Source: an optimization exercise on an open RTL-to-GDS flow (aim: small area and few clock cycles). Production flows keep margins and buffers that such runs may drop.
The RTL was checked by simulation tests, not by an equivalence proof against the original design.
Power and IR drop assume default switching activity.

==> flow/design.v <==
module risc_v_core (
    input  logic        clk,
    input  logic        rst_n,
    output logic        imem_req,
    output logic [31:0] imem_addr,
    input  logic [31:0] imem_rdata,
    input  logic        imem_ready,
    input  logic        imem_err,
    output logic        dmem_req,
    output logic        dmem_we,
    output logic [3:0]  dmem_be,
    output logic [31:0] dmem_addr,
    output logic [31:0] dmem_wdata,
    input  logic [31:0] dmem_rdata,
    input  logic        dmem_ready,
    input  logic        dmem_err,
    input  logic        fetch_enable,
    input  logic [31:0] irq,
    input  logic        debug_req,
    output logic        core_sleep,
    input  logic        scan_mode,
    input  logic        scan_en,
    input  logic        scan_in,
    output logic        scan_out
);
    logic [31:1] pc_q;               
    logic [31:1][31:0] rf_q;         
    logic [31:1] rf_valid_q;         
    logic        wfi_q;
    logic [31:0] scan_q;
    wire [31:0] pc = {pc_q, 1'b0};
    wire [31:0] ins = imem_rdata;
    wire [4:0]  rd  = ins[11:7];
    wire [4:0]  rs1 = ins[19:15];
    wire [4:0]  rs2 = ins[24:20];
    wire [2:0]  f3  = ins[14:12];
    wire b6 = ins[6], b5 = ins[5], b4 = ins[4], b3 = ins[3], b2 = ins[2];
    wire is_load   = ~b5 & ~b4 & ~b3;
    wire is_store  = ~b6 &  b5 & ~b4;
    wire is_branch =  b6 & ~b4 & ~b2;
    wire is_jalr   =  b6 & ~b3 &  b2;
    wire is_jal    =  b6 &  b3;
    wire is_lui    =  b5 &  b4 &  b2;
    wire is_auipc  = ~b5 &  b4 &  b2;
    wire is_alu    =  b4 & ~b2 & ~b6;         
    wire is_opimm  = ~b5;                     
    wire is_system =  b6 &  b4;
    wire is_fence  = ~b6 &  b3;
    wire is_wfi    = is_system & ins[22];
    wire writes_rd = ~(is_fence | is_store | is_branch | is_system);
    wire instr_valid = fetch_enable & imem_ready & ~wfi_q & ~scan_mode;
    wire is_mem      = is_load | is_store;
    wire commit      = instr_valid & ~(is_mem & ~dmem_ready);
    wire rs1_en = ~(is_lui | is_auipc | is_jal);
    logic [31:1] sel1, sel2;
    always_comb begin
        for (int i = 1; i < 32; i++) begin
            sel1[i] = rs1_en & rf_valid_q[i] & (rs1 == 5'(i));
            sel2[i] = rf_valid_q[i] & (rs2 == 5'(i));
        end
    end
    logic [31:0] rs1_data, rs2_data;
    rf_read_port u_rd1 (.sel(sel1), .rf(rf_q), .data(rs1_data));
    rf_read_port u_rd2 (.sel(sel2), .rf(rf_q), .data(rs2_data));
    wire use_pc = is_auipc | is_jal;
    wire [31:0] op_a = rs1_data | ({32{use_pc}} & pc);
    wire [31:0] imm_i = {{20{ins[31]}}, ins[31:20]};
    wire [31:0] imm_s = {{20{ins[31]}}, ins[31:25], ins[11:7]};
    wire [31:0] imm_u = {ins[31:12], 12'b0};
    wire [31:0] imm_b = {{19{ins[31]}}, ins[31], ins[7], ins[30:25], ins[11:8], 1'b0};
    wire [31:0] imm_j = {{11{ins[31]}}, ins[31], ins[19:12], ins[20], ins[30:21], 1'b0};
    logic [31:0] op_b;
    always_comb begin
        if (is_jal)                      op_b = 32'd4;
        else if (is_lui | is_auipc)      op_b = imm_u;
        else if (is_store)               op_b = imm_s;
        else if (is_branch | (is_alu & ~is_opimm)) op_b = rs2_data;
        else                             op_b = imm_i;
    end
    wire do_sub = is_branch | (is_alu & (f3[2:1] == 2'b01)) |
                  (is_alu & ~is_opimm & (f3 == 3'b000) & ins[30]);
    wire [31:0] op_bx = op_b ^ {32{do_sub}};
    wire [32:0] sum_c = {1'b0, op_a} + {1'b0, op_bx} + {32'd0, do_sub};
    wire [31:0] sum   = sum_c[31:0];
    wire        cout  = sum_c[32];
    wire ltu = ~cout;
    wire lt  = (op_a[31] ^ op_b[31]) ? op_a[31] : ltu;
    wire eq  = ((op_a ^ op_b) == 32'd0);
    wire        sh_left = ~f3[2];
    logic [31:0] sh_in, sh_rev_out;
    always_comb for (int i = 0; i < 32; i++) sh_in[i] = sh_left ? op_a[31 - i] : op_a[i];
    wire [31:0] sh_out  = sh_in >> op_b[4:0];
    always_comb for (int i = 0; i < 32; i++) sh_rev_out[i] = sh_out[31 - i];
    logic [31:0] alu_res;
    always_comb begin
        case (f3)
            3'b000:  alu_res = sum;
            3'b001:  alu_res = sh_rev_out;
            3'b010:  alu_res = {31'd0, lt};
            3'b011:  alu_res = {31'd0, ltu};
            3'b100:  alu_res = op_a ^ op_b;
            3'b101:  alu_res = sh_out;
            3'b110:  alu_res = op_a | op_b;
            default: alu_res = op_a & op_b;
        endcase
    end
    logic taken;
    always_comb begin
        case ({f3[2], f3[1]})
            2'b00:   taken = eq;
            2'b10:   taken = lt;
            default: taken = ltu;
        endcase
        taken = is_branch & (taken ^ f3[0]);
    end
    wire [31:0] pc_off = is_jal ? imm_j : (taken ? imm_b : 32'd4);
    wire [31:1] pc_add = pc_q + pc_off[31:1];
    wire [31:1] pc_next = is_jalr ? sum[31:1] : pc_add;
    wire [1:0] ea = sum[1:0];
    logic [7:0]  ld_b0;
    logic [7:0]  ld_b1;
    logic        ld_sign;
    logic [31:0] ld_data;
    always_comb begin
        if (f3[1])      ld_b0 = dmem_rdata[7:0];
        else if (f3[0]) ld_b0 = ea[1] ? dmem_rdata[23:16] : dmem_rdata[7:0];
        else case (ea)
            2'd0: ld_b0 = dmem_rdata[7:0];
            2'd1: ld_b0 = dmem_rdata[15:8];
            2'd2: ld_b0 = dmem_rdata[23:16];
            default: ld_b0 = dmem_rdata[31:24];
        endcase
        ld_b1 = (~f3[1] & ea[1]) ? dmem_rdata[31:24] : dmem_rdata[15:8];
        ld_sign = ~f3[2] & (f3[0] ? ld_b1[7] : ld_b0[7]);
        if (f3[1])      ld_data = dmem_rdata;
        else if (f3[0]) ld_data = {{16{ld_sign}}, ld_b1, ld_b0};
        else            ld_data = {{24{ld_sign}}, ld_b0};
    end
    logic [31:0] wb_data;
    always_comb begin
        if (is_load)      wb_data = ld_data;
        else if (is_jalr) wb_data = {pc_add, 1'b0};
        else if (is_alu)  wb_data = alu_res;
        else              wb_data = sum;
    end
    wire rf_we = commit & writes_rd;
    logic [31:1] we_row, hold_row;
    always_comb begin
        for (int i = 1; i < 32; i++) begin
            we_row[i]   = rf_we & (rd == 5'(i));
            hold_row[i] = ~we_row[i];
        end
    end
    logic [31:1][31:0] rf_d;
    for (genvar i = 1; i < 32; i++) begin : g_row
        for (genvar b = 0; b < 32; b++) begin : g_bit
            rf_wmux u_wm (.we(we_row[i]), .hold(hold_row[i]), .d(wb_data[b]),
                          .q(rf_q[i][b]), .y(rf_d[i][b]));
        end
    end
    always_ff @(posedge clk) rf_q <= rf_d;
    always_ff @(posedge clk or negedge rst_n) begin
        if (!rst_n) rf_valid_q <= '0;
        else for (int i = 1; i < 32; i++)
            if (we_row[i]) rf_valid_q[i] <= 1'b1;
    end
    always_ff @(posedge clk or negedge rst_n) begin
        if (!rst_n)      pc_q <= '0;
        else if (commit) pc_q <= pc_next;
    end
    assign imem_req  = fetch_enable & ~wfi_q & ~scan_mode;
    assign imem_addr = pc;
    assign dmem_req  = instr_valid & is_mem;
    assign dmem_we   = instr_valid & is_store;
    assign dmem_addr = sum;
    always_comb begin
        case (f3[1:0])
            2'b00:   dmem_be = 4'b0001 << ea;
            2'b01:   dmem_be = ea[1] ? 4'b1100 : 4'b0011;
            default: dmem_be = 4'b1111;
        endcase
        case (f3[1:0])
            2'b00:   dmem_wdata = {4{rs2_data[7:0]}};
            2'b01:   dmem_wdata = {2{rs2_data[15:0]}};
            default: dmem_wdata = rs2_data;
        endcase
    end
    always_ff @(posedge clk or negedge rst_n) begin
        if (!rst_n) begin
            wfi_q <= 1'b0;
        end else if (!scan_mode) begin
            if (commit && is_wfi)         wfi_q <= 1'b1;
            else if (|irq || debug_req)   wfi_q <= 1'b0;
        end
    end
    assign core_sleep = wfi_q;
    always_ff @(posedge clk or negedge rst_n) begin
        if (!rst_n)                    scan_q <= 32'd0;
        else if (scan_mode && scan_en) scan_q <= {scan_in, scan_q[31:1]};
    end
    assign scan_out = scan_q[0];
endmodule
module rf_wmux (
    input  logic we,
    input  logic hold,
    input  logic d,
    input  logic q,
    output logic y
);
    assign y = (we & d) | (hold & q);
endmodule
module rf_aoi3 (
    input  logic s0, d0,
    input  logic s1, d1,
    input  logic s2, d2,
    output logic y
);
    assign y = ~((s0 & d0) | (s1 & d1) | (s2 & d2));
endmodule
module rf_read_port (
    input  logic [31:1]       sel,
    input  logic [31:1][31:0] rf,
    output logic [31:0]       data
);
    for (genvar b = 0; b < 32; b++) begin : g_bit
        logic [10:0] g;
        for (genvar k = 0; k < 10; k++) begin : g_aoi
            rf_aoi3 u_aoi (.s0(sel[3*k+1]), .d0(rf[3*k+1][b]),
                           .s1(sel[3*k+2]), .d1(rf[3*k+2][b]),
                           .s2(sel[3*k+3]), .d2(rf[3*k+3][b]),
                           .y(g[k]));
        end
        assign g[10] = ~(sel[31] & rf[31][b]);
        assign data[b] = ~&g;
    end
endmodule
==> flow/run.sh <==
#!/bin/bash
# synth_recipe.tcl (not shown) runs the flow's synth.tcl, then flattens the netlist and writes it again
# the make line also repeats each setting of config.mk as NAME=value (left out here)
make -C /OpenROAD-flow-scripts/flow DESIGN_CONFIG=/design/flow/config.mk WORK_HOME=/design/flow/orfs CLKGATE_MAP_FILE= SYNTH_SCRIPT=/design/flow/synth_recipe.tcl finish
==> flow/config.mk <==
export PLATFORM = sky130hd
export DESIGN_NAME = risc_v_core
export DESIGN_NICKNAME = risc_v_core
export VERILOG_FILES = /design/flow/design.v
export SDC_FILE = /design/flow/constraint.sdc
export NUM_CORES = 4
export LEC_CHECK = 0
export CAP_MARGIN = 5
export CORE_MARGIN = 2
export CORE_UTILIZATION = 60
export CTS_BUF_LIST = sky130_fd_sc_hd__clkbuf_4 sky130_fd_sc_hd__clkbuf_8
export GPL_TIMING_DRIVEN = 0
export PLACE_DENSITY = 0.75
export SLEW_MARGIN = 5
export SYNTH_HIERARCHICAL = 1
export SYNTH_MINIMUM_KEEP_SIZE = 0
==> flow/constraint.sdc <==
create_clock -name core_clock -period 13.0 [get_ports {clk}]
set_input_delay 2.6000 -clock core_clock [delete_from_list [all_inputs] [get_ports {clk}]]
set_output_delay 2.6000 -clock core_clock [all_outputs]
set_load 0.01 [all_outputs]
==> results of run 1 <==
-- per-layer routing --
metal  GRT usage (%)  GRT overflow
met1            79.5             5
met2            92.2            69
met3            62.6             4
met4            71.6            68
met5            36.7             2
-- power groups by stage --
stage	clock network (mW)	logic (mW)	registers, mW
2_1_floorplan	0	1.52	3.77
3_3_place_gp	0	2.82	3.89
3_5_place_dp	0	3.08	3.90
4_1_cts	3.18	3.17	3.84
-- synthesized netlist by cell type, types with 13 or more instances --
library cell / number / area, um^2
sky130_fd_sc_hd__a2111o_1: 66 / 743
sky130_fd_sc_hd__a211oi_1: 23 / 173
sky130_fd_sc_hd__a21o_1: 45 / 338
sky130_fd_sc_hd__a21oi_1: 208 / 1040
sky130_fd_sc_hd__a221oi_1: 34 / 298
sky130_fd_sc_hd__a222oi_1: 649 / 6500
sky130_fd_sc_hd__a22o_1: 999 / 8750
sky130_fd_sc_hd__a22oi_1: 27 / 203
sky130_fd_sc_hd__a31oi_1: 38 / 238
sky130_fd_sc_hd__a32oi_1: 18 / 158
sky130_fd_sc_hd__and2_1: 23 / 144
sky130_fd_sc_hd__and3_1: 70 / 438
sky130_fd_sc_hd__buf_1: 24 / 90.1
sky130_fd_sc_hd__buf_2: 14 / 70.1
sky130_fd_sc_hd__clkbuf_1: 106 / 398
sky130_fd_sc_hd__dfrtp_1: 95 / 2380
sky130_fd_sc_hd__dfxtp_1: 992 / 19900
sky130_fd_sc_hd__ha_1: 126 / 1580
sky130_fd_sc_hd__inv_1: 134 / 503
sky130_fd_sc_hd__mux2_2: 57 / 642
sky130_fd_sc_hd__mux2i_1: 58 / 581
sky130_fd_sc_hd__mux4_2: 15 / 338
sky130_fd_sc_hd__nand2_1: 300 / 1130
sky130_fd_sc_hd__nand2b_1: 51 / 319
sky130_fd_sc_hd__nand3_1: 50 / 250
sky130_fd_sc_hd__nand4_1: 150 / 938
sky130_fd_sc_hd__nor2_1: 177 / 664
sky130_fd_sc_hd__nor2b_1: 13 / 81.3
sky130_fd_sc_hd__nor3_1: 39 / 195
sky130_fd_sc_hd__nor4_1: 22 / 138
sky130_fd_sc_hd__o211ai_1: 29 / 218
sky130_fd_sc_hd__o21a_1: 17 / 128
sky130_fd_sc_hd__o21ai_0: 138 / 691
sky130_fd_sc_hd__o21bai_1: 16 / 120
sky130_fd_sc_hd__o22ai_1: 18 / 113
sky130_fd_sc_hd__xnor2_1: 47 / 412
sky130_fd_sc_hd__xor2_1: 39 / 342
-- modules after synthesis, one instance, submodules excluded --
module,copies in the design,flops+latches,cells inside,area [um^2]
rf_aoi3,640,0,1,10.0
rf_wmux,992,0,1,8.76
rf_read_port,2,0,131,915
risc_v_core,1,1087,3203,35900
-- how the worst min path moves through the flow --
stage / to / slack [ns] / cells past startpoint
CTS: rf_valid_q[14]$_DFFE_PN0P_ / 0.48 / 1
detailed placement: rf_valid_q[14]$_DFFE_PN0P_ / 0.46 / 1
global placement: rf_valid_q[16]$_DFFE_PN0P_ / 0.45 / 1
floorplan: rf_valid_q[10]$_DFFE_PN0P_ / 0.44 / 1
-- cell families after synthesis --
group / after synthesis / synth area share, %
AO/OA/AOI/OAI: 2419 / 39.0
flip-flops: 1087 / 42.1
AND/OR/NAND/NOR: 942 / 8.81
buffers and inverters: 296 / 2.30
multiplexers: 136 / 3.21
adder cells (fa/ha/maj): 128 / 3.06
XOR/XNOR: 88 / 1.49
other: 1 / 0.00710
-- per-stage QoR --
step	util [%]	cells	setup slack [ns]	hold WS, ns	setup TNS (ns)
after floorplan	-	5097	1.09	0.440	0
after CTS	71.7	6852	0.00496	0.476	0
after global placement	64.6	6453	-5.52	0.455	-3357.04
after detailed placement	67.1	6547	-2.65	0.458	-1841.22
-- what timing repair did --
action                     in CTS
setup endpoints to repair     979
setup buffers                   7
pin swaps                       7
resized for setup              58
hold endpoints to repair        0
==> metrics.log, run 1 <==
[metrics] Sinks on Clock Net: between 1000 and 1500
[metrics] total cell area at the placement stage: ~58000 um^2
[metrics] count of cell types in the netlist: 89
[metrics] total global routing overflow: roughly 150
[metrics] row count: ~110
[metrics] die height: roughly 300 um
[metrics] most instantiated flip-flop cell in the synthesis netlist: sky130_fd_sc_hd__dfxtp_1
[metrics] Yosys reg bits: around 1100
[metrics] HPWL after detailed placement: between 150000 and 200000 um
[metrics] last step reached: global routing (5_1_grt)
[metrics] cells after synthesis: 5097
[metrics] area of the mapped netlist: 52800 um^2
[metrics] H-tree depth reported by CTS: 4
[metrics] sequential area share after synthesis: about 42%
[metrics] Post-synth ARST share: just under 9%
[metrics] post-cts hold buffer count: 0
[metrics] Err: [ERROR GRT-0232] Routing congestion too high. Check the congestion heatmap in the GUI.
[metrics] average cell area after synthesis: roughly 10 um^2
[metrics] horizontal die dimension: 301 um
[metrics] count of port buffers added during placement: approximately 200
[metrics] Final Wtd Congestion: between 1 and 1.5
[metrics] cell chosen for the clock root: sky130_fd_sc_hd__clkbuf_8
[metrics] number of enable-type register cells in the synthesized netlist: 0
[metrics] initial standard-cell utilization of the core: around three fifths
[metrics] top-level port count: 212
[metrics] global router's overall resource usage: 77.2%
[metrics] number of buffers on the longest clock path: 3
[metrics] number of warning messages in the yosys log: 7
[metrics] number of CTS-inserted buffers: ~170
[metrics] result of the run: aborted with a tool error
[metrics] largest net degree at the start of global routing: 66
Testbench counts, summed over its fixed seeds: cycles 8,987.
==> inputs of run 2 (changes only) <==
==> flow/config.mk (replaced) <==
export PLATFORM = sky130hd
export DESIGN_NAME = risc_v_core
export DESIGN_NICKNAME = risc_v_core
export VERILOG_FILES = /design/flow/design.v
export SDC_FILE = /design/flow/constraint.sdc
export NUM_CORES = 4
export LEC_CHECK = 0
export CAP_MARGIN = 20
export CORE_MARGIN = 2
export CORE_UTILIZATION = 30
export PLACE_DENSITY = 0.45
export SLEW_MARGIN = 20
export SYNTH_HIERARCHICAL = 1
export SYNTH_MINIMUM_KEEP_SIZE = 0
==> metrics.log, run 2 <==
[metrics] clock-pin slew reported for the worst setup and hold paths after clock tree synthesis: 0.06 ns
[metrics] data required time at the worst endpoint: roughly 10 ns
[metrics] GR met2 Demand/Resource: 50.2%
[metrics] average cell area after synthesis: just over 10 um^2
[metrics] register cell area after layout: around 22000 um^2
[metrics] global router's overall resource usage: 31.4%
[metrics] later-pin clock latency in the skew report: approximately 0.80 ns
[metrics] die height: ~420 um
[metrics] Sequential Power Share: approximately a third
[metrics] cells after synthesis: between 5000 and 6000
[metrics] commonest non-fill, non-tap cell in the layout: sky130_fd_sc_hd__a22o_1
[metrics] worst hold-check path type: reg -> reg
[metrics] CP dominant cell by count: sky130_fd_sc_hd__nand2_1
[metrics] total detailed-routing wirelength: around 300000 um
[metrics] CTS tree: yes
[metrics] total global routing overflow: 0
[metrics] Final Wtd Congestion: just over 1
[metrics] largest net degree at the start of global routing: between 50 and 60
[metrics] category of the worst setup path capture point: primary output
[metrics] final routed wire length divided by cell count: roughly 36 um
[metrics] Sinks on Clock Net: 1087
[metrics] final core utilization: between 30% and 40%
[metrics] violation count after the first detailed-routing iteration: about 9700
[metrics] LEAKAGE: between 20 and 30 nW
[metrics] number of CTS-inserted buffers: between 100 and 150
[metrics] result of the run: complete, no violations
[metrics] leading area contributor after synthesis: sky130_fd_sc_hd__dfxtp_1
[metrics] synth top area cells: sky130_fd_sc_hd__dfxtp_1 (38%), sky130_fd_sc_hd__a22o_1 (17%), sky130_fd_sc_hd__a222oi_1 (12%), sky130_fd_sc_hd__dfrtp_1 (4.5%), sky130_fd_sc_hd__ha_1 (3.0%)
[metrics] top-level port count: around 210
[metrics] Die Outline Area: about 180000 um^2
[metrics] share of the clock period used by the worst path after layout: between 90% and 100%
[metrics] power per unit of standard cell area: between 150 and 200 nW/um^2
[metrics] internal power consumption: ~7 mW
[metrics] Yosys reg bits: between 1000 and 1500
[metrics] unrepaired setup endpoints after global routing: false
[metrics] largest registers: rf_q x992, scan_q x32
[metrics] initial standard-cell utilization of the core: 30.3%
[metrics] HPWL after detailed placement: between 200000 and 250000 um
[metrics] headroom to the max-slew limit: roughly 26%
[metrics] global-route wire length before repair: slightly above 400000 um
[metrics] register with the most flip-flops: rf_q
[metrics] largest stage delay on the critical path: just over 0.9 ns
[metrics] count of fill cells added during filler insertion: ~17000
[metrics] max-slew violation count: 0
[metrics] met3 usage: just under 5%
[metrics] combinational power share: 31.8%
[metrics] multi-input combinational cell area: around 30000 um^2
[metrics] portion of synthesized cell area occupied by the leading cell type: about 38%
[metrics] number of warning messages in the yosys log: 7
[metrics] count of port buffers added during placement: a little over 200
[metrics] Post-synth ARST share: ~8.7%
[metrics] number of enable-type register cells in the synthesized netlist: 0
[metrics] number of buffers on the longest clock path: 3
[metrics] Fin Clk Skew: a little over 0.08 ns
[metrics] setup_tns: 0 ns
[metrics] ratio of routed vias to standard cells: roughly 6.7
[metrics] slew at the pin with the worst max-slew slack: between 1 and 1.5 ns
[metrics] sequential area share after synthesis: between 40% and 50%
[metrics] row count: ~150
[metrics] type of element launching the critical path: primary input
[metrics] final critical-path setup slack: 0.296 ns
[metrics] horizontal die dimension: between 400 and 500 um
[metrics] area of the mapped netlist: 52800 um^2
[metrics] clock period minus final worst setup slack: roughly 13 ns
[metrics] achievable clock frequency: just under 80 MHz
[metrics] vias in the first global route: between 50000 and 60000
[metrics] DRC Markers: 0
[metrics] Commonest cells post-synth: sky130_fd_sc_hd__a22o_1 (999), sky130_fd_sc_hd__dfxtp_1 (992), sky130_fd_sc_hd__a222oi_1 (649)
[metrics] post-placement setup slack: approximately 0.12 ns
[metrics] Setup Fix Bufs, Post-CTS: 0
[metrics] max FFs per register: around 990
[metrics] cell type of the slowest stage on the worst timing path: sky130_fd_sc_hd__nor3_1
[metrics] Setup Viol. Count Final: 0
[metrics] worst-case vdd ir drop: between 100 and 150 uV
[metrics] most used cells in the layout excluding fill and tap cells: sky130_fd_sc_hd__a22o_1 (999), sky130_fd_sc_hd__dfxtp_1 (992), sky130_fd_sc_hd__a222oi_1 (649)
[metrics] Core Footprint: 174000 um^2
[metrics] Placed Cells: 8033
[metrics] final layout net count: approximately 6100
[metrics] most instantiated flip-flop cell in the synthesis netlist: sky130_fd_sc_hd__dfxtp_1
[metrics] cell chosen for the clock root: sky130_fd_sc_hd__clkbuf_16
[metrics] Critical Path, Cell by Cell: clkdlybuf4s50_1, nand2_1, nand2_1, nor3_1, and3_2, buf_4, a222oi_1, nand4_1, a2111o_1, a21o_1, ha_1, buf_4, a21oi_1, o21ai_0, a311oi_1, nand2_1, o211ai_2, a21oi_1, a41oi_1, o31ai_1, xnor2_1, inv_1, clkdlybuf4s50_1
[metrics] Arr. time, crit path: 10.10 ns
[metrics] kind of critical path: in -> out
[metrics] area growth from synthesis to final layout: 26.5%
[metrics] post-route antenna net violation count: 0
[metrics] post-cts hold buffer count: 0
[metrics] H-tree depth reported by CTS: 3
[metrics] switching component of the power: 4.01 mW
[metrics] count of cell types in the netlist: 89
[metrics] global route hottest layer: met2
[metrics] share of total power consumed by net switching: 36.4%
[metrics] part of the total power dissipated in the clock network: between 30 and 40%
[metrics] Max-Cap Viols: 0
[metrics] routed via count: about 55000
[metrics] cell with the most instances after synthesis: sky130_fd_sc_hd__a22o_1
[metrics] CP Max Fanout: 9
[metrics] endpoints failing hold: 0
[metrics] quantity of gates resized following cts: 0
[metrics] number of antenna violations at the first check in global routing: 11
[metrics] First-pass DRT Iterations: 14
[metrics] post-route non-filler standard cell count: a little over 8000
[metrics] M1 GR Usage: roughly two fifths
[metrics] fraction of layout instances using a drive strength above 1: between 10% and 20%
run 2: layer usage:
| metal | wire [um] | share of wire [%] |
|---|---|---|
| met1 | 120000 | 40 |
| met2 | 133000 | 45 |
| met3 | 23900 | 8.1 |
| met4 | 19000 | 6.4 |
| met5 | 95 | 0.032 |
run 2: power groups by stage:
stage | clock [mW] | combinational (mW) | sequential [mW]
finish | 3.68 | 3.50 | 3.82
global route | 3.86 | 3.65 | 3.83
CTS | 3.73 | 3.41 | 3.81
detailed placement | 0 | 3.39 | 3.88
global placement | 0 | 3.39 | 3.88
floorplan | 0 | 1.52 | 3.77
run 2: worst max-delay path, delay by kind of cell:
family | cells | cell delay [ns]
buf+inv | 5 | 1.70
fa+ha+maj | 1 | 0.29
compound gates | 10 | 2.62
xor+xnor | 1 | 0.30
simple gates | 6 | 2.54
run 2: path summary, 6_finish.rpt:
| path | cells after the start | endpoint | slack, ns | startpoint |
|---|---|---|---|---|
| worst max-delay path | 23 | dmem_addr[27] | 0.30 | imem_rdata[2] |
| worst min-delay path | 1 | rf_valid_q[10]$_DFFE_PN0P_ | 0.48 | rf_valid_q[10]$_DFFE_PN0P_ |
| worst max register to register | 35 | rf_q[339]$_DFF_P_ | 3.53 | rf_valid_q[24]$_DFFE_PN0P_ |
| worst min register to register | 1 | rf_valid_q[10]$_DFFE_PN0P_ | 0.48 | rf_valid_q[10]$_DFFE_PN0P_ |
| max in group asynchronous | 2 | rf_valid_q[6]$_DFFE_PN0P_ | 9.78 | rst_n |
| min in group asynchronous | 1 | scan_q[8]$_DFFE_PN0P_ | 1.95 | rst_n |
run 2: area by class of cell:
cell class                 instances  area share (%)
clock inverter                    37           0.914
clock buffer                     190            5.39
timing repair buffer             771            10.7
tap                             2325            4.36
sequential                      1087            33.3
antenna                            6          0.0225
multi-input combinational       3714            44.5
inverter                         139           0.789
run 2: kinds of logic after synthesis:
| kind of cell | count (synthesis) | synth area share [%] |
|---|---|---|
| mux | 136 | 3.21 |
| other cells | 1 | 0.00710 |
| xor+xnor | 88 | 1.49 |
| compound gates | 2419 | 39.0 |
| fa+ha+maj | 128 | 3.06 |
| buf+inv | 296 | 2.30 |
| simple gates | 942 | 8.81 |
| flops | 1087 | 42.1 |
run 2: stage by stage:
stage	area (um^2)	power, mW	hold WS, ns
5_1_grt	66800	11.3	0.486
3_3_place_gp	62400	7.27	0.456
2_1_floorplan	52800	5.29	0.440
6_report	66800	11.0	0.477
4_1_cts	66700	10.9	0.475
3_5_place_dp	62500	7.27	0.458
run 2: per-module statistics from Yosys, one instance, submodules excluded:
module        cells  times used  flip-flops and latches
rf_aoi3           1         640                       0
risc_v_core    3203           1                    1087
rf_wmux           1         992                       0
rf_read_port    131           2                       0
==> inputs of run 3 (changes only) <==
--- a/flow/design.v
+++ b/flow/design.v
@@ -80,30 +80,22 @@
     wire do_sub = is_branch | (is_alu & (f3[2:1] == 2'b01)) |
                   (is_alu & ~is_opimm & (f3 == 3'b000) & ins[30]);
     wire [31:0] op_bx = op_b ^ {32{do_sub}};
-    wire [32:0] sum_c = {1'b0, op_a} + {1'b0, op_bx} + {32'd0, do_sub};
-    wire [31:0] sum   = sum_c[31:0];
-    wire        cout  = sum_c[32];
+    logic [31:0] sum, add_p, add_g;
+    logic        cout;
+    rv_bk_add #(.W(32)) u_add (.a(op_a), .b(op_bx), .cin(do_sub), .s(sum), .cout(cout),
+                               .p(add_p), .g(add_g));
     wire ltu = ~cout;
     wire lt  = (op_a[31] ^ op_b[31]) ? op_a[31] : ltu;
-    wire eq  = ((op_a ^ op_b) == 32'd0);
+    wire eq  = &add_p;    
     wire        sh_left = ~f3[2];
-    logic [31:0] sh_in, sh_rev_out;
-    always_comb for (int i = 0; i < 32; i++) sh_in[i] = sh_left ? op_a[31 - i] : op_a[i];
-    wire [31:0] sh_out  = sh_in >> op_b[4:0];
-    always_comb for (int i = 0; i < 32; i++) sh_rev_out[i] = sh_out[31 - i];
-    logic [31:0] alu_res;
-    always_comb begin
-        case (f3)
-            3'b000:  alu_res = sum;
-            3'b001:  alu_res = sh_rev_out;
-            3'b010:  alu_res = {31'd0, lt};
-            3'b011:  alu_res = {31'd0, ltu};
-            3'b100:  alu_res = op_a ^ op_b;
-            3'b101:  alu_res = sh_out;
-            3'b110:  alu_res = op_a | op_b;
-            default: alu_res = op_a & op_b;
-        endcase
-    end
+    logic [31:0] sh_in;
+    wire sh_right = ~sh_left;
+    for (genvar i = 0; i < 32; i++) begin : g_shin
+        rf_wmux u_rev (.we(sh_left), .hold(sh_right), .d(op_a[31 - i]), .q(op_a[i]),
+                       .y(sh_in[i]));
+    end
+    logic [31:0] sh_out;
+    rv_shr u_shr (.x(sh_in), .sh(op_b[4:0]), .y(sh_out));
     logic taken;
     always_comb begin
         case ({f3[2], f3[1]})
@@ -114,8 +106,19 @@
         taken = is_branch & (taken ^ f3[0]);
     end
     wire [31:0] pc_off = is_jal ? imm_j : (taken ? imm_b : 32'd4);
-    wire [31:1] pc_add = pc_q + pc_off[31:1];
-    wire [31:1] pc_next = is_jalr ? sum[31:1] : pc_add;
+    logic [31:1] pc_add;
+    logic [30:0] pc_add_p, pc_add_g;
+    logic        pc_add_c;
+    rv_bk_add #(.W(31)) u_pcadd (.a(pc_q), .b(pc_off[31:1]), .cin(1'b0), .s(pc_add),
+                                 .cout(pc_add_c), .p(pc_add_p), .g(pc_add_g));
+    wire pc_j = commit & is_jalr;
+    wire pc_a = commit & ~is_jalr;
+    wire pc_h = ~commit;
+    logic [31:1] pc_d;
+    for (genvar i = 1; i < 32; i++) begin : g_pcd
+        rv_ao3 u_pcd (.s0(pc_j), .d0(sum[i]), .s1(pc_a), .d1(pc_add[i]),
+                      .s2(pc_h), .d2(pc_q[i]), .y(pc_d[i]));
+    end
     wire [1:0] ea = sum[1:0];
     logic [7:0]  ld_b0;
     logic [7:0]  ld_b1;
@@ -136,12 +139,25 @@
         else if (f3[0]) ld_data = {{16{ld_sign}}, ld_b1, ld_b0};
         else            ld_data = {{24{ld_sign}}, ld_b0};
     end
+    wire f3_0 = (f3 == 3'b000), f3_1 = (f3 == 3'b001), f3_2 = (f3 == 3'b010);
+    wire f3_3 = (f3 == 3'b011), f3_4 = (f3 == 3'b100), f3_5 = (f3 == 3'b101);
+    wire f3_6 = (f3 == 3'b110), f3_7 = (f3 == 3'b111);
+    wire r_sum  = ~is_load & ~is_jalr & (~is_alu | f3_0);
+    wire r_shl  = is_alu & f3_1;
+    wire r_shr  = is_alu & f3_5;
+    wire r_p    = is_alu & (f3_4 | f3_6);
+    wire r_g    = is_alu & (f3_7 | f3_6);
+    wire r_ld   = is_load;
+    wire r_link = is_jalr;
+    wire set_bit = is_alu & ((f3_2 & lt) | (f3_3 & ltu));
+    wire [31:0] link = {pc_add, 1'b0};
     logic [31:0] wb_data;
     always_comb begin
-        if (is_load)      wb_data = ld_data;
-        else if (is_jalr) wb_data = {pc_add, 1'b0};
-        else if (is_alu)  wb_data = alu_res;
-        else              wb_data = sum;
+        for (int i = 0; i < 32; i++)
+            wb_data[i] = (r_sum & sum[i]) | (r_shl & sh_out[31 - i]) | (r_shr & sh_out[i]) |
+                         (r_p & add_p[i]) | (r_g & add_g[i]) | (r_ld & ld_data[i]) |
+                         (r_link & link[i]);
+        wb_data[0] = wb_data[0] | set_bit;
     end
     wire rf_we = commit & writes_rd;
     logic [31:1] we_row, hold_row;
@@ -165,8 +181,8 @@
             if (we_row[i]) rf_valid_q[i] <= 1'b1;
     end
     always_ff @(posedge clk or negedge rst_n) begin
-        if (!rst_n)      pc_q <= '0;
-        else if (commit) pc_q <= pc_next;
+        if (!rst_n) pc_q <= '0;
+        else        pc_q <= pc_d;
     end
     assign imem_req  = fetch_enable & ~wfi_q & ~scan_mode;
     assign imem_addr = pc;
@@ -194,9 +210,17 @@
         end
     end
     assign core_sleep = wfi_q;
+    wire scan_sh = scan_mode & scan_en;
+    wire scan_hold = ~scan_sh;
+    wire [31:0] scan_nx = {scan_in, scan_q[31:1]};
+    logic [31:0] scan_d;
+    for (genvar i = 0; i < 32; i++) begin : g_scan
+        rf_wmux u_sm (.we(scan_sh), .hold(scan_hold), .d(scan_nx[i]), .q(scan_q[i]),
+                      .y(scan_d[i]));
+    end
     always_ff @(posedge clk or negedge rst_n) begin
-        if (!rst_n)                    scan_q <= 32'd0;
-        else if (scan_mode && scan_en) scan_q <= {scan_in, scan_q[31:1]};
+        if (!rst_n) scan_q <= 32'd0;
+        else        scan_q <= scan_d;
     end
     assign scan_out = scan_q[0];
 endmodule
@@ -234,3 +258,94 @@
         assign data[b] = ~&g;
     end
 endmodule
+module rv_bk_add #(parameter int W = 32) (
+    input  logic [W-1:0] a,
+    input  logic [W-1:0] b,
+    input  logic         cin,
+    output logic [W-1:0] s,
+    output logic         cout,
+    output logic [W-1:0] p,
+    output logic [W-1:0] g
+);
+    localparam int N = W + 1;
+    logic [N-1:0] gg [0:10];
+    logic [N-1:0] pp [0:10];
+    assign gg[0] = {g, cin};
+    assign pp[0] = {p, 1'b0};
+    for (genvar i = 0; i < W; i++) begin : g_pg
+        rv_pg u_pg (.a(a[i]), .b(b[i]), .p(p[i]), .g(g[i]));
+    end
+    for (genvar l = 1; l <= 5; l++) begin : g_up
+        for (genvar i = 0; i < N; i++) begin : g_b
+            if ((i % (1 << l)) == ((1 << l) - 1)) begin : g_c
+                if (i + 1 == (1 << l)) begin : g_go
+                    rv_gc u_g (.gh(gg[l-1][i]), .ph(pp[l-1][i]), .gl(gg[l-1][i - (1 << (l-1))]),
+                               .g(gg[l][i]));
+                    assign pp[l][i] = 1'b0;
+                end else begin : g_gp
+                    rv_gpc u_gp (.gh(gg[l-1][i]), .ph(pp[l-1][i]), .gl(gg[l-1][i - (1 << (l-1))]),
+                                 .pl(pp[l-1][i - (1 << (l-1))]), .g(gg[l][i]), .p(pp[l][i]));
+                end
+            end else begin : g_pass
+                assign gg[l][i] = gg[l-1][i];
+                assign pp[l][i] = pp[l-1][i];
+            end
+        end
+    end
+    for (genvar l = 6; l <= 10; l++) begin : g_dn
+        localparam int SP = 1 << (10 - l);
+        for (genvar i = 0; i < N; i++) begin : g_b
+            if (i >= 2 * SP && ((i + 1) % (2 * SP)) == SP) begin : g_c
+                rv_gc u_g (.gh(gg[l-1][i]), .ph(pp[l-1][i]), .gl(gg[l-1][i - SP]), .g(gg[l][i]));
+                assign pp[l][i] = 1'b0;
+            end else begin : g_pass
+                assign gg[l][i] = gg[l-1][i];
+                assign pp[l][i] = pp[l-1][i];
+            end
+        end
+    end
+    for (genvar i = 0; i < W; i++) begin : g_s
+        assign s[i] = p[i] ^ gg[10][i];
+    end
+    assign cout = gg[10][W];
+endmodule
+module rv_pg (input logic a, b, output logic p, g);
+    assign p = a ^ b;
+    assign g = a & b;
+endmodule
+module rv_gc (input logic gh, ph, gl, output logic g);
+    assign g = gh | (ph & gl);
+endmodule
+module rv_gpc (input logic gh, ph, gl, pl, output logic g, p);
+    assign g = gh | (ph & gl);
+    assign p = ph & pl;
+endmodule
+module rv_ao3 (
+    input  logic s0, d0,
+    input  logic s1, d1,
+    input  logic s2, d2,
+    output logic y
+);
+    assign y = (s0 & d0) | (s1 & d1) | (s2 & d2);
+endmodule
+module rv_shr (
+    input  logic [31:0] x,
+    input  logic [4:0]  sh,
+    output logic [31:0] y
+);
+    logic [5:0][31:0] st;
+    assign st[0] = x;
+    for (genvar k = 0; k < 5; k++) begin : g_stage
+        wire on = sh[k];
+        wire off = ~sh[k];
+        for (genvar i = 0; i < 32; i++) begin : g_bit
+            if (i + (1 << k) < 32) begin : g_mux
+                rf_wmux u_m (.we(on), .hold(off), .d(st[k][i + (1 << k)]), .q(st[k][i]),
+                             .y(st[k+1][i]));
+            end else begin : g_zero
+                assign st[k+1][i] = off & st[k][i];
+            end
+        end
+    end
+    assign y = st[5];
+endmodule
==> flow/flow/run.sh (new file) <==
#!/bin/bash
# Standard layout, with every port buffered by a small buffer cell instead of the
# default pick. Each tool's output goes to its own log file here.
set -euo pipefail
export BUFFER_PORTS_ARGS="-buffer_cell sky130_fd_sc_hd__buf_2"
bash standard.sh > standard_flow.log 2>&1
==> flow/standard.sh (new file) <==
#!/bin/bash
# synth_recipe.tcl (not shown) runs the flow's synth.tcl, then flattens the netlist and writes it again
# the make line also repeats each setting of config.mk as NAME=value (left out here)
make -C /OpenROAD-flow-scripts/flow DESIGN_CONFIG=/design/flow/config.mk WORK_HOME=/design/flow/orfs CLKGATE_MAP_FILE= SYNTH_SCRIPT=/design/flow/synth_recipe.tcl "${@:-finish}"
--- a/flow/config.mk
+++ b/flow/config.mk
@@ -7,8 +7,11 @@
 export LEC_CHECK = 0
 export CAP_MARGIN = 20
 export CORE_MARGIN = 2
-export CORE_UTILIZATION = 30
-export PLACE_DENSITY = 0.45
+export CORE_UTILIZATION = 50
+export CTS_BUF_LIST = sky130_fd_sc_hd__clkbuf_8 sky130_fd_sc_hd__clkbuf_16
+export CTS_CLUSTER_DIAMETER = 80
+export CTS_CLUSTER_SIZE = 30
+export PLACE_DENSITY = 0.65
 export SLEW_MARGIN = 20
 export SYNTH_HIERARCHICAL = 1
 export SYNTH_MINIMUM_KEEP_SIZE = 0
removed: flow/run.sh
==> metrics.log, run 3 <==
[metrics] area of the mapped netlist: 49500 um^2
[metrics] LEAKAGE: approximately 24 nW
[metrics] power per unit of standard cell area: around 150 nW/um^2
[metrics] share of the clock period used by the worst path after layout: approximately 93%
[metrics] average cell area after synthesis: approximately 11 um^2
[metrics] number of antenna violations at the first check in global routing: 27
[metrics] achievable clock frequency: slightly above 80 MHz
[metrics] clock-pin slew reported for the worst setup and hold paths after clock tree synthesis: 0.11 ns
[metrics] final layout net count: 4969
[metrics] max FFs per register: roughly 1000
[metrics] register with the most flip-flops: rf_q
[metrics] worst hold-check path type: reg -> reg
[metrics] total detailed-routing wirelength: between 200000 and 250000 um
[metrics] kind of critical path: in -> reg
[metrics] Sinks on Clock Net: around 1100
[metrics] cells after synthesis: 4452
[metrics] result of the run: complete, no violations
[metrics] Worst Reg2Reg Path Length in Cells: 35
[metrics] H-tree depth reported by CTS: 2
[metrics] clock period minus final worst setup slack: approximately 12 ns
[metrics] number of cells traversed by the worst hold path: 1
[metrics] routed via count: between 50000 and 60000
[metrics] cell chosen for the clock root: sky130_fd_sc_hd__clkbuf_16
[metrics] area growth from synthesis to final layout: 11.5%
[metrics] initial standard-cell utilization of the core: approximately 50%
[metrics] Core Footprint: 98300 um^2
[metrics] worst-case vdd ir drop: between 100 and 150 uV
[metrics] vias in the first global route: 45800
[metrics] global-route wire length before repair: around 340000 um
[metrics] post-route antenna net violation count: 0
[metrics] most used cells in the layout excluding fill and tap cells: sky130_fd_sc_hd__a22o_1 (1196), sky130_fd_sc_hd__dfxtp_1 (992), sky130_fd_sc_hd__a222oi_1 (676)
[metrics] Setup Fix Bufs, Post-CTS: 0
[metrics] category of the worst setup path capture point: flop
[metrics] number of warning messages in the yosys log: 17
[metrics] fraction of layout instances using a drive strength above 1: 12.6%
[metrics] CP dominant cell by count: sky130_fd_sc_hd__a21o_1
[metrics] Setup Viol. Count Final: 0
[metrics] number of buffers on the longest clock path: 3
[metrics] quantity of gates resized following cts: 0
[metrics] max-slew violation count: 0
[metrics] total cell area at the placement stage: between 50000 and 60000 um^2
[metrics] die height: between 300 and 400 um
[metrics] row count: around 120
[metrics] largest registers: rf_q x992, scan_q x32
[metrics] Die Outline Area: 102000 um^2
[metrics] commonest non-fill, non-tap cell in the layout: sky130_fd_sc_hd__a22o_1
[metrics] slew at the pin with the worst max-slew slack: around 1.3 ns
[metrics] ratio of routed vias to standard cells: approximately 8
[metrics] headroom to the max-slew limit: ~13%
[metrics] Arr. time, crit path: about 13 ns
[metrics] post-cts hold buffer count: 0
[metrics] later-pin clock latency in the skew report: about 0.73 ns
[metrics] number of CTS-inserted buffers: 51
[metrics] Max-Cap Viols: 0
[metrics] top-level port count: approximately 210
[metrics] largest stage delay on the critical path: 1.10 ns
[metrics] setup_tns: 0 ns
[metrics] global router's overall resource usage: between 40% and 50%
[metrics] data required time at the worst endpoint: around 14 ns
[metrics] largest net degree at the start of global routing: 72
[metrics] final routed wire length divided by cell count: ~40 um
[metrics] HPWL after detailed placement: 163000 um
[metrics] violation count after the first detailed-routing iteration: between 10000 and 15000
[metrics] count of fill cells added during filler insertion: about 8600
[metrics] type of element launching the critical path: primary input
[metrics] cell type of the slowest stage on the worst timing path: sky130_fd_sc_hd__and3_1
[metrics] unrepaired setup endpoints after global routing: false
[metrics] total global routing overflow: 0
[metrics] endpoints failing hold: 0
[metrics] Finished Cell Area: between 50000 and 60000 um^2
[metrics] Final Wtd Congestion: ~1.0
[metrics] horizontal die dimension: between 300 and 400 um
[metrics] CP Max Fanout: 31
[metrics] Fin Clk Skew: about 0.049 ns
[metrics] count of port buffers added during placement: roughly 210
[metrics] DRC Markers: 0
[metrics] First-pass DRT Iterations: 14
[metrics] CTS tree: yes
-- run 3: power by group --
| part | switching, mW | internal, mW | total [mW] |
|---|---|---|---|
| registers | 0.218 | 3.52 | 3.73 |
| logic | 1.49 | 0.688 | 2.18 |
| clock network | 1.25 | 0.874 | 2.12 |
-- run 3: metal layers --
metal | GRT usage, % | up-vias | share of wire (%)
met5 | 0.142 | - | 0.060
met4 | 31.5 | 20 | 8.9
met3 | 15.6 | 984 | 15
met2 | 64.8 | 4559 | 40
met1 | 58.0 | 24600 | 36
li1 | - | 20400 | -
-- run 3: path summary, 6_finish.rpt --
kind / to / slack, ns / from
min in group asynchronous: pc_q[21]$_DFF_PN0_ / 1.79 / rst_n
min: rf_valid_q[27]$_DFFE_PN0P_ / 0.49 / rf_valid_q[27]$_DFFE_PN0P_
max reg2reg: rf_q[255]$_DFF_P_ / 3.26 / rf_valid_q[9]$_DFFE_PN0P_
min reg2reg: rf_valid_q[27]$_DFFE_PN0P_ / 0.49 / rf_valid_q[27]$_DFFE_PN0P_
max in group asynchronous: rf_valid_q[4]$_DFFE_PN0P_ / 9.84 / rst_n
max: rf_q[255]$_DFF_P_ / 0.93 / imem_rdata[22]
-- run 3: area by class of cell --
cell class | instances | area, um^2 | area share (%)
Multi-Input combinational cell | 3146 | 26300 | 47.7
Sequential cell | 1087 | 22200 | 40.3
Timing Repair Buffer | 433 | 2910 | 5.28
Tap cell | 1287 | 1610 | 2.92
Clock buffer | 56 | 1380 | 2.50
Clock inverter | 28 | 429 | 0.777
Inverter | 80 | 300 | 0.544
Antenna cell | 15 | 37.5 | 0.0680
-- run 3: worst max-delay path: cells and delay by family --
kind	cells	cell delay, ns
simple gates	6	2.50
compound gates	20	5.29
mux	1	0.19
xor+xnor	3	0.59
fa+ha+maj	2	0.71
buf+inv	4	0.73
-- run 3: per-stage QoR --
stage | utilization (%) | hold WS [ns] | instances | setup slack (ns) | total power, mW
after floorplan | - | 0.440 | 4454 | 0.644 | 4.89
after global placement | 54.3 | 0.454 | 6033 | 0.846 | 5.87
after detailed placement | 54.3 | 0.459 | 6033 | 0.850 | 5.87
after CTS | 56.1 | 0.487 | 6117 | 1.53 | 7.92
after global routing | 56.2 | 0.502 | 6124 | 1.03 | 8.22
final | 56.2 | 0.490 | 6132 | 0.933 | 8.03
Testbench counts of run 3, summed over its fixed seeds: cycles 8,987.
==> inputs of run 4 (changes only) <==
==> flow/flow/run.sh (replaced) <==
#!/bin/bash
# Standard layout, with every port buffered by a small buffer cell instead of the
# default pick. Each tool's output goes to its own log file here.
set -euo pipefail
export BUFFER_PORTS_ARGS="-buffer_cell sky130_fd_sc_hd__buf_1"
bash standard.sh > standard_flow.log 2>&1
--- a/flow/config.mk
+++ b/flow/config.mk
@@ -10,7 +10,7 @@
 export CORE_UTILIZATION = 50
 export CTS_BUF_LIST = sky130_fd_sc_hd__clkbuf_8 sky130_fd_sc_hd__clkbuf_16
 export CTS_CLUSTER_DIAMETER = 80
-export CTS_CLUSTER_SIZE = 30
+export CTS_CLUSTER_SIZE = 25
 export PLACE_DENSITY = 0.65
 export SLEW_MARGIN = 20
 export SYNTH_HIERARCHICAL = 1
==> metrics.log, run 4 <==
[metrics] LEAKAGE: 23.2 nW
[metrics] final layout net count: 4972
[metrics] headroom to the max-slew limit: between 15 and 20%
[metrics] area growth from synthesis to final layout: 10.9%
[metrics] GR met2 Demand/Resource: between 60% and 70%
[metrics] initial standard-cell utilization of the core: approximately half
[metrics] final core utilization: a little under three fifths
[metrics] max FFs per register: between 900 and 1000
[metrics] quantity of gates resized following cts: 0
[metrics] horizontal die dimension: about 320 um
[metrics] global-route wire length before repair: 341000 um
[metrics] area of the mapped netlist: about 50000 um^2
[metrics] most used cells in the layout excluding fill and tap cells: sky130_fd_sc_hd__a22o_1 (1196), sky130_fd_sc_hd__dfxtp_1 (992), sky130_fd_sc_hd__a222oi_1 (676)
[metrics] worst-case vdd ir drop: around 150 uV
[metrics] count of port buffers added during placement: between 200 and 250
[metrics] Setup Fix Bufs, Post-CTS: 0
[metrics] largest stage delay on the critical path: about 0.87 ns
[metrics] largest registers: rf_q x992, scan_q x32
[metrics] ratio of routed vias to standard cells: between 8 and 9
[metrics] vias in the first global route: between 40000 and 50000
[metrics] setup_tns: 0 ns
[metrics] type of element launching the critical path: primary input
[metrics] Max-Cap Viols: 0
[metrics] RR Startpoint: rf_valid_q[7]$_DFFE_PN0P_
[metrics] H-tree depth reported by CTS: 2
[metrics] Setup Viol. Count Final: 0
[metrics] number of buffers on the longest clock path: 3
[metrics] slew at the pin with the worst max-slew slack: roughly 1.3 ns
[metrics] number of antenna violations at the first check in global routing: 23
[metrics] Die Outline Area: between 100000 and 150000 um^2
[metrics] DRC Markers: 0
[metrics] largest net degree at the start of global routing: between 50 and 60
[metrics] clock period minus final worst setup slack: 12.32 ns
[metrics] Final Wtd Congestion: roughly 1.1
[metrics] CP Max Fanout: 31
[metrics] met3 usage: 14.6%
[metrics] global router's overall resource usage: between 40% and 50%
[metrics] kind of critical path: in -> reg
[metrics] top-level port count: between 200 and 250
[metrics] later-pin clock latency in the skew report: roughly 0.75 ns
[metrics] CTS tree: yes
[metrics] First-pass DRT Iterations: 17
[metrics] total detailed-routing wirelength: between 200000 and 250000 um
[metrics] average cell area after synthesis: 11.1 um^2
[metrics] violation count after the first detailed-routing iteration: approximately 12000
[metrics] share of the clock period used by the worst path after layout: between 90% and 100%
[metrics] Worst Hold Endpoint: rf_valid_q[9]$_DFFE_PN0P_
[metrics] achievable clock frequency: approximately 81 MHz
[metrics] launch instance of the worst min-delay path: rf_valid_q[9]$_DFFE_PN0P_
[metrics] count of fill cells added during filler insertion: around 8700
[metrics] category of the worst setup path capture point: flop
[metrics] data required time at the worst endpoint: 13.62 ns
[metrics] worst hold-check path type: reg -> reg
[metrics] M1 GR Usage: 58.3%
[metrics] row count: between 100 and 150
[metrics] CP dominant cell by count: sky130_fd_sc_hd__a21o_1
[metrics] cells after synthesis: approximately 4500
[metrics] slack of the worst reg-to-reg path: 3.35 ns
[metrics] number of cells traversed by the worst hold path: 1
[metrics] Arr. time, crit path: around 13 ns
[metrics] fraction of layout instances using a drive strength above 1: ~8%
[metrics] post-cts hold buffer count: 0
[metrics] commonest non-fill, non-tap cell in the layout: sky130_fd_sc_hd__a22o_1
[metrics] Worst Hold Margin: slightly below 0.5 ns
[metrics] number of CTS-inserted buffers: 54
[metrics] post-route antenna net violation count: 0
[metrics] number of warning messages in the yosys log: 17
[metrics] total global routing overflow: 0
[metrics] register with the most flip-flops: rf_q
[metrics] Worst R2R End: rf_q[846]$_DFF_P_
[metrics] routed via count: slightly above 50000
[metrics] global route hottest layer: met2
[metrics] Worst Reg2Reg Path Length in Cells: 33
[metrics] max-slew violation count: 0
[metrics] final routed wire length divided by cell count: 39.9 um
[metrics] clock-pin slew reported for the worst setup and hold paths after clock tree synthesis: approximately 0.10 ns
[metrics] result of the run: complete, no violations
[metrics] die height: roughly 320 um
[metrics] Sinks on Clock Net: between 1000 and 1500
[metrics] Core Footprint: approximately 98000 um^2
[metrics] Fin Clk Skew: around 0.062 ns
[metrics] endpoints failing hold: 0
[metrics] unrepaired setup endpoints after global routing: false
[metrics] cell type of the slowest stage on the worst timing path: sky130_fd_sc_hd__and3_1
[metrics] power per unit of standard cell area: ~140 nW/um^2
[metrics] HPWL after detailed placement: around 160000 um
[metrics] cell chosen for the clock root: sky130_fd_sc_hd__clkbuf_16
==> run 4: changes by cell type in the layout (fill, tap and decap cells not counted), moves of 2 or more <==
cell	delta
sky130_fd_sc_hd__buf_1	+202
sky130_fd_sc_hd__buf_12	+4
sky130_fd_sc_hd__buf_2	-205
sky130_fd_sc_hd__buf_4	-5
sky130_fd_sc_hd__bufinv_16	-2
sky130_fd_sc_hd__clkbuf_2	+3
sky130_fd_sc_hd__clkinv_16	-2
sky130_fd_sc_hd__clkinvlp_4	-3
sky130_fd_sc_hd__diode_2	+4
sky130_fd_sc_hd__inv_1	+6
sky130_fd_sc_hd__inv_12	-2
sky130_fd_sc_hd__nor2_2	+2
==> run 4: critical path: cells and delay by family <==
| family | cells | cell delay [ns] |
|---|---|---|
| muxes | 1 | 0.20 |
| adders and majority gates | 2 | 0.80 |
| buffers and inverters | 4 | 1.23 |
| xor gates and xnor gates | 3 | 0.95 |
| AOI/OAI and AO/OA | 17 | 4.48 |
| and+or+nand+nor | 7 | 2.61 |
==> run 4: final cells by class <==
type | count | area, um^2 | share of cell area, %
inverters | 80 | 300 | 0.547
multi-input cells | 3146 | 26300 | 47.9
flip-flops and latches | 1087 | 22200 | 40.5
repair buffers | 433 | 2710 | 4.94
diodes | 19 | 47.5 | 0.0866
well taps | 1287 | 1610 | 2.93
clock buffers | 57 | 1400 | 2.56
clock inverters | 24 | 277 | 0.504
==> run 4: worst max-delay path by stage <==
| stage | slack (ns) | endpoint | startpoint | cells after the start |
|---|---|---|---|---|
| after global placement | 0.52 | rf_q[750]$_DFF_P_ | imem_rdata[20] | 34 |
| final | 0.68 | rf_q[846]$_DFF_P_ | imem_rdata[20] | 34 |
| after floorplan | 0.64 | rf_q[127]$_DFF_P_ | imem_rdata[23] | 35 |
| after global routing | 0.77 | rf_q[991]$_DFF_P_ | imem_rdata[21] | 36 |
| after detailed placement | 0.46 | rf_q[750]$_DFF_P_ | imem_rdata[20] | 34 |
| after CTS | 1.19 | rf_q[846]$_DFF_P_ | imem_rdata[20] | 34 |
==> run 4: where the power goes <==
part / leakage (nW) / total, mW / switching (mW) / internal [mW]
Clock: 0.852 / 2.04 / 1.21 / 0.828
Sequential: 9.28 / 3.73 / 0.217 / 3.51
Combinational: 13.0 / 2.15 / 1.49 / 0.666
Total: 23.2 / 7.92 / 2.91 / 5.01
==> run 4: layer usage <==
metal | wire, um | up-vias | part of all wire [%]
met3 | 38200 | 986 | 16
li1 | - | 20400 | -
met5 | 142 | - | 0.058
met4 | 20900 | 20 | 8.5
met2 | 98900 | 4831 | 40
met1 | 86600 | 24800 | 35
==> run 4: per-stage QoR <==
| step | area [um^2] | setup slack (ns) | power (mW) | std cells |
|---|---|---|---|---|
| floorplan | 49500 | 0.644 | 4.89 | 4454 |
| global route | 54900 | 0.767 | 8.10 | 6122 |
| CTS | 54800 | 1.19 | 7.80 | 6114 |
| detailed placement | 53200 | 0.465 | 5.83 | 6033 |
| finish | 54900 | 0.681 | 7.92 | 6133 |
| global placement | 53200 | 0.522 | 5.83 | 6033 |
==> inputs of run 5 (changes only) <==
==> flow/config.mk (replaced) <==
export PLATFORM = sky130hd
export DESIGN_NAME = risc_v_core
export DESIGN_NICKNAME = risc_v_core
export VERILOG_FILES = /design/flow/design.v
export SDC_FILE = /design/flow/constraint.sdc
export NUM_CORES = 4
export LEC_CHECK = 0
export CAP_MARGIN = 10
export CORE_MARGIN = 2
export CORE_UTILIZATION = 55
export CTS_BUF_LIST = sky130_fd_sc_hd__clkbuf_8 sky130_fd_sc_hd__clkbuf_16
export CTS_CLUSTER_DIAMETER = 80
export CTS_CLUSTER_SIZE = 25
export PLACE_DENSITY = 0.7
export SLEW_MARGIN = 10
export SYNTH_HIERARCHICAL = 1
export SYNTH_MINIMUM_KEEP_SIZE = 0
==> metrics.log, run 5 <==
[metrics] share of the clock period used by the worst path after layout: around nine tenths
[metrics] CTS tree: yes
[metrics] DRC Markers: 0
[metrics] Sequential Power Share: a little under half
[metrics] register with the most flip-flops: rf_q
[metrics] result of the run: complete, no violations
[metrics] most used cells in the layout excluding fill and tap cells: sky130_fd_sc_hd__a22o_1 (1196), sky130_fd_sc_hd__dfxtp_1 (992), sky130_fd_sc_hd__a222oi_1 (676)
[metrics] kind of critical path: in -> out
[metrics] global router's overall resource usage: 48.4%
[metrics] commonest non-fill, non-tap cell in the layout: sky130_fd_sc_hd__a22o_1
[metrics] largest registers: rf_q x992, scan_q x32
[metrics] top-level port count: approximately 210
[metrics] post-route non-filler standard cell count: approximately 6000
[metrics] final layout net count: about 5000
[metrics] vias in the first global route: around 46000
[metrics] max FFs per register: roughly 990
[metrics] headroom to the max-slew limit: between 4 and 5%
[metrics] average cell area after synthesis: between 10 and 15 um^2
[metrics] final critical-path setup slack: roughly 1.1 ns
[metrics] CP dominant cell by count: sky130_fd_sc_hd__a21o_1
[metrics] slack of the worst reg-to-reg path: about 3.5 ns
[metrics] post-route antenna net violation count: 0
[metrics] LEAKAGE: 23.2 nW
[metrics] later-pin clock latency in the skew report: between 0.7 and 0.8 ns
[metrics] HPWL after detailed placement: roughly 150000 um
[metrics] critical path launch point: imem_rdata[23]
[metrics] clock period minus final worst setup slack: roughly 12 ns
[metrics] violation count after the first detailed-routing iteration: between 10000 and 15000
[metrics] quantity of gates resized following cts: 0
[metrics] Worst R2R End: rf_q[991]$_DFF_P_
[metrics] Setup Viol. Count Final: 0
[metrics] Finished Cell Area: 54800 um^2
[metrics] Max-Cap Viols: 0
[metrics] Fin Clk Skew: ~0.047 ns
[metrics] share of total power consumed by net switching: between 30% and 40%
[metrics] post-placement setup slack: about 1.1 ns
[metrics] number of CTS-inserted buffers: between 50 and 60
[metrics] depth of the critical timing path with buffers and inverters included: 23
[metrics] worst hold-check path type: reg -> reg
[metrics] RR Startpoint: rf_valid_q[8]$_DFFE_PN0P_
[metrics] Bufs and invs on worst path: 4
[metrics] First-pass DRT Iterations: 13
[metrics] slew at the pin with the worst max-slew slack: approximately 1.4 ns
[metrics] setup_tns: 0 ns
[metrics] cell type of the slowest stage on the worst timing path: sky130_fd_sc_hd__and3_2
[metrics] Die Outline Area: about 92000 um^2
[metrics] endpoints failing hold: 0
[metrics] area growth from synthesis to final layout: 10.7%
[metrics] cell chosen for the clock root: sky130_fd_sc_hd__clkbuf_16
[metrics] Worst Reg2Reg Path Length in Cells: 34
[metrics] H-tree depth reported by CTS: 2
[metrics] cell family with most CP delay: compound AO/OA/AOI/OAI gates
[metrics] CP Max Fanout: 32
[metrics] ratio of routed vias to standard cells: between 8 and 9
[metrics] count of port buffers added during placement: just over 200
[metrics] Core Footprint: ~90000 um^2
[metrics] total global routing overflow: 0
[metrics] number of buffers on the longest clock path: 3
[metrics] max-slew violation count: 0
[metrics] number of warning messages in the yosys log: 17
[metrics] final routed wire length divided by cell count: between 30 and 40 um
[metrics] Sinks on Clock Net: 1087
[metrics] achievable clock frequency: between 80 and 90 MHz
[metrics] internal power consumption: ~5 mW
[metrics] post-cts hold buffer count: 0
[metrics] largest stage delay on the critical path: about 0.97 ns
[metrics] fraction of layout instances using a drive strength above 1: approximately 8.0%
[metrics] Setup Fix Bufs, Post-CTS: 0
[metrics] number of antenna violations at the first check in global routing: 28
[metrics] type of element launching the critical path: primary input
[metrics] category of the worst setup path capture point: primary output
[metrics] horizontal die dimension: approximately 300 um
[metrics] die height: between 300 and 400 um
[metrics] unrepaired setup endpoints after global routing: false
[metrics] cells after synthesis: around 4500
[metrics] largest net degree at the start of global routing: 56
[metrics] data required time at the worst endpoint: approximately 10 ns
[metrics] area of the mapped netlist: 49500 um^2
[metrics] row count: 110
[metrics] power per unit of standard cell area: between 100 and 150 nW/um^2
[metrics] count of fill cells added during filler insertion: 7508
[metrics] Final Wtd Congestion: 1.05
[metrics] combinational power share: a little over a quarter
[metrics] part of the total power dissipated in the clock network: between 20 and 30%
[metrics] last element of the critical path: dmem_addr[30]
[metrics] initial standard-cell utilization of the core: between 50% and 60%
[metrics] Placed Cells: a little under 6000
[metrics] Worst Hold Margin: a little under 0.5 ns
[metrics] worst-case vdd ir drop: approximately 170 uV
[metrics] clock-pin slew reported for the worst setup and hold paths after clock tree synthesis: around 0.11 ns
[metrics] routed via count: 50900
[metrics] total cell area at the placement stage: between 50000 and 60000 um^2
[metrics] Critical Path, Cell by Cell: buf_1, buf_4, nand2_1, nor2_1, and3_2, a222oi_1, nand4_1, a2111o_1, mux2i_1, a211oi_4, xor2_1, ha_1, a21o_1, a21o_1, a21o_1, a21o_1, buf_4, a21o_1, a21o_1, a21o_1, a21o_1, xor2_1, buf_1
[metrics] switching component of the power: approximately 2.9 mW
[metrics] total detailed-routing wirelength: approximately 240000 um
[metrics] Arr. time, crit path: between 9 and 10 ns
[metrics] global-route wire length before repair: 332000 um
[run 5: layer usage]
metal | wire length, um | track usage [%] | part of all wire [%] | vias up
met2 | 93700 | 67.3 | 40 | 5014
li1 | - | - | - | 20400
met1 | 81700 | 61.4 | 34 | 24400
met3 | 39100 | 16.8 | 16 | 1073
met4 | 22500 | 36.8 | 9.5 | 22
met5 | 126 | 0.258 | 0.053 | -
[run 5: worst register-to-register path, delay by kind of cell (launching register included)]
kind            cells  cell delay [ns]
simple gates       10             2.36
compound gates     16             4.32
flops               1             0.40
buf+inv             3             0.74
fa+ha+maj           2             0.84
xor+xnor            3             0.71
[run 5: how the worst min path moves through the flow]
stage                                      end  cells past startpoint                        from
global route        rf_valid_q[14]$_DFFE_PN0P_                      1  rf_valid_q[14]$_DFFE_PN0P_
floorplan           rf_valid_q[10]$_DFFE_PN0P_                      1  rf_valid_q[10]$_DFFE_PN0P_
CTS                 rf_valid_q[12]$_DFFE_PN0P_                      1  rf_valid_q[12]$_DFFE_PN0P_
finish               rf_valid_q[7]$_DFFE_PN0P_                      1   rf_valid_q[7]$_DFFE_PN0P_
global placement    rf_valid_q[21]$_DFFE_PN0P_                      1  rf_valid_q[21]$_DFFE_PN0P_
detailed placement  rf_valid_q[19]$_DFFE_PN0P_                      1  rf_valid_q[19]$_DFFE_PN0P_
[run 5: stage by stage]
step                power, mW  util, %
detailed placement       5.84     59.2
global route             8.11     61.2
floorplan                4.89        -
global placement         5.83     59.2
CTS                      7.83     61.1
finish                   7.97     61.2
[run 5: final cells by class]
class	instances	area [um^2]	area share [%]
sequential	1087	22200	40.6
tap	1176	1470	2.68
multi-input combinational	3146	26300	48.0
clock inverter	20	254	0.463
antenna	17	42.5	0.0776
timing repair buffer	432	2750	5.02
inverter	80	300	0.548
clock buffer	59	1470	2.67
[run 5: power by group through the flow]
stage | Sequential (mW) | Clock, mW | Combinational, mW
finish | 3.74 | 2.06 | 2.17
global route | 3.75 | 2.16 | 2.21
CTS | 3.72 | 2.05 | 2.05
detailed placement | 3.79 | 0 | 2.04
global placement | 3.79 | 0 | 2.04
floorplan | 3.73 | 0 | 1.16
==> inputs of run 6 (changes only) <==
==> flow/flow/run.sh (replaced) <==
#!/bin/bash
# Standard layout with two changes: every port is buffered by a small buffer
# cell (instead of the default pick), and clock tree synthesis inserts no dummy
# loads. Each tool's output goes to its own log file here.
set -euo pipefail
export BUFFER_PORTS_ARGS="-buffer_cell sky130_fd_sc_hd__buf_1"
export CTS_ARGS="-sink_clustering_enable -repair_clock_nets -dont_use_dummy_load -sink_clustering_size 25 -sink_clustering_max_diameter 80 -buf_list {sky130_fd_sc_hd__clkbuf_8 sky130_fd_sc_hd__clkbuf_16}"
bash standard.sh > standard_flow.log 2>&1
==> metrics.log, run 6 <==
[metrics] result of the run: complete, no violations
[metrics] category of the worst setup path capture point: flop
[metrics] Finished Cell Area: about 54000 um^2
[metrics] total cell area at the placement stage: 53100 um^2
[metrics] CTS tree: yes
[metrics] share of the clock period used by the worst path after layout: between 90% and 100%
[metrics] max FFs per register: 992
[metrics] power per unit of standard cell area: roughly 140 nW/um^2
[metrics] post-cts hold buffer count: 0
[metrics] Sinks on Clock Net: 1087
[metrics] post-route antenna net violation count: 0
[metrics] worst-case vdd ir drop: roughly 130 uV
[metrics] First-pass DRT Iterations: 15
[metrics] Setup Fix Bufs, Post-CTS: 0
[metrics] Worst Reg2Reg Path Length in Cells: 35
[metrics] vias in the first global route: around 46000
[metrics] setup_tns: 0 ns
[metrics] routed via count: ~51000
[metrics] clock-pin slew reported for the worst setup and hold paths after clock tree synthesis: about 0.11 ns
[metrics] number of buffers on the longest clock path: 3
[metrics] LEAKAGE: 23.0 nW
[metrics] CP Max Fanout: 31
[metrics] clock period minus final worst setup slack: approximately 12 ns
[metrics] number of warning messages in the yosys log: 17
[metrics] type of element launching the critical path: primary input
[metrics] cell chosen for the clock root: sky130_fd_sc_hd__clkbuf_16
[metrics] unrepaired setup endpoints after global routing: false
[metrics] Max-Cap Viols: 0
[metrics] DRC Markers: 0
[metrics] largest stage delay on the critical path: between 0.7 and 0.8 ns
[metrics] Final Wtd Congestion: around 1.0
[metrics] number of antenna violations at the first check in global routing: 24
[metrics] quantity of gates resized following cts: 0
[metrics] final routed wire length divided by cell count: between 30 and 40 um
[metrics] count of fill cells added during filler insertion: 7546
[metrics] critical path launch point: imem_rdata[24]
[metrics] global-route wire length before repair: approximately 330000 um
[metrics] cell type of the slowest stage on the worst timing path: sky130_fd_sc_hd__nand4_1
[metrics] HPWL after detailed placement: approximately 150000 um
[metrics] worst hold-check path type: reg -> reg
[metrics] cells after synthesis: approximately 4500
[metrics] slack of the worst reg-to-reg path: 3.51 ns
[metrics] RR Startpoint: rf_valid_q[8]$_DFFE_PN0P_
[metrics] last element of the critical path: rf_q[831]$_DFF_P_
[metrics] largest net degree at the start of global routing: 56
[metrics] die height: around 300 um
[metrics] number of CTS-inserted buffers: 55
[metrics] count of port buffers added during placement: 206
[metrics] later-pin clock latency in the skew report: between 0.7 and 0.8 ns
==> run 6: critical path, delay by kind of cell <==
family                   cells  cell delay [ns]
adder cells (fa/ha/maj)      2             0.78
XOR/XNOR                     3             0.65
AO/OA/AOI/OAI               16             3.95
AND/OR/NAND/NOR             11             2.97
buffers and inverters        5             1.51
==> run 6: per-stage QoR <==
| step | instances | hold WS, ns | power, mW | utilization (%) | setup WS (ns) |
|---|---|---|---|---|---|
| after floorplan | 4454 | 0.440 | 4.89 | - | 0.644 |
| after global placement | 5921 | 0.453 | 5.83 | 59.2 | 1.17 |
| after detailed placement | 5921 | 0.458 | 5.84 | 59.2 | 1.11 |
| after CTS | 5976 | 0.482 | 7.62 | 60.7 | 1.55 |
| after global routing | 5982 | 0.500 | 7.91 | 60.8 | 1.06 |
| final | 5991 | 0.485 | 7.77 | 60.8 | 1.01 |
==> run 6: layout make-up <==
class                      count  area [um^2]  area share, %
sequential                  1087        22200           40.8
antenna                       15         37.5         0.0689
clock buffer                  55         1380           2.53
inverter                      80          300          0.551
multi-input combinational   3146        26300           48.3
timing repair buffer         432         2750           5.05
tap                         1176         1470           2.70
==> run 6: layer usage <==
| metal | global-route usage (%) | up-vias | part of all wire (%) |
|---|---|---|---|
| li1 | - | 20300 | - |
| met3 | 17.6 | 1074 | 17 |
| met5 | 0.207 | - | 0.047 |
| met4 | 35.6 | 18 | 9.4 |
| met2 | 67.7 | 4888 | 39 |
| met1 | 60.9 | 24400 | 35 |
==> run 6: worst min-delay path by stage <==
stage	startpoint	endpoint	slack, ns
floorplan	rf_valid_q[10]$_DFFE_PN0P_	rf_valid_q[10]$_DFFE_PN0P_	0.44
global placement	rf_valid_q[21]$_DFFE_PN0P_	rf_valid_q[21]$_DFFE_PN0P_	0.45
detailed placement	rf_valid_q[19]$_DFFE_PN0P_	rf_valid_q[19]$_DFFE_PN0P_	0.46
CTS	rf_valid_q[12]$_DFFE_PN0P_	rf_valid_q[12]$_DFFE_PN0P_	0.48
global route	rf_valid_q[14]$_DFFE_PN0P_	rf_valid_q[14]$_DFFE_PN0P_	0.50
finish	rf_valid_q[7]$_DFFE_PN0P_	rf_valid_q[7]$_DFFE_PN0P_	0.49
==> run 6: power breakdown <==
group | leakage (nW) | total [mW] | internal (mW) | switching [mW]
sequential | 9.28 | 3.73 | 3.51 | 0.220
combinational | 13.1 | 2.17 | 0.680 | 1.49
clock | 0.678 | 1.86 | 0.752 | 1.11

[port drivers added, routing unchanged]
The results above use ideal ports. As a check the final layouts listed here were re-extracted and re-timed, cells and wires unchanged.
Step 1 sets driving cells, clkbuf_16 on the clock port and buf_2 on the other inputs (assumed; they add their load-dependent delay and slew).
Step 2, shift: input delay + t, output delay - t, t = (earliest + latest rising clock arrival at the registers) / 2. This alone moves slack from input paths to output paths.
Three values: no drivers, after step 1, after step 2; two values: the first two.
run | t (ns) | slack for setup (ns)
run 2 | 0.839 | 0.296 / 0.255 / -0.111
run 3 | 0.782 | 0.933 / 0.960 / 0.178
run 4 | 0.800 | 0.681 / 0.625 / -0.175
run 5 | 0.762 | 1.082 / 1.047 / 0.372
run 6 | 0.736 | 1.008 / 1.016 / 0.281
Met with ideal ports but missed after step 2: setup timing in run 2 and run 4.
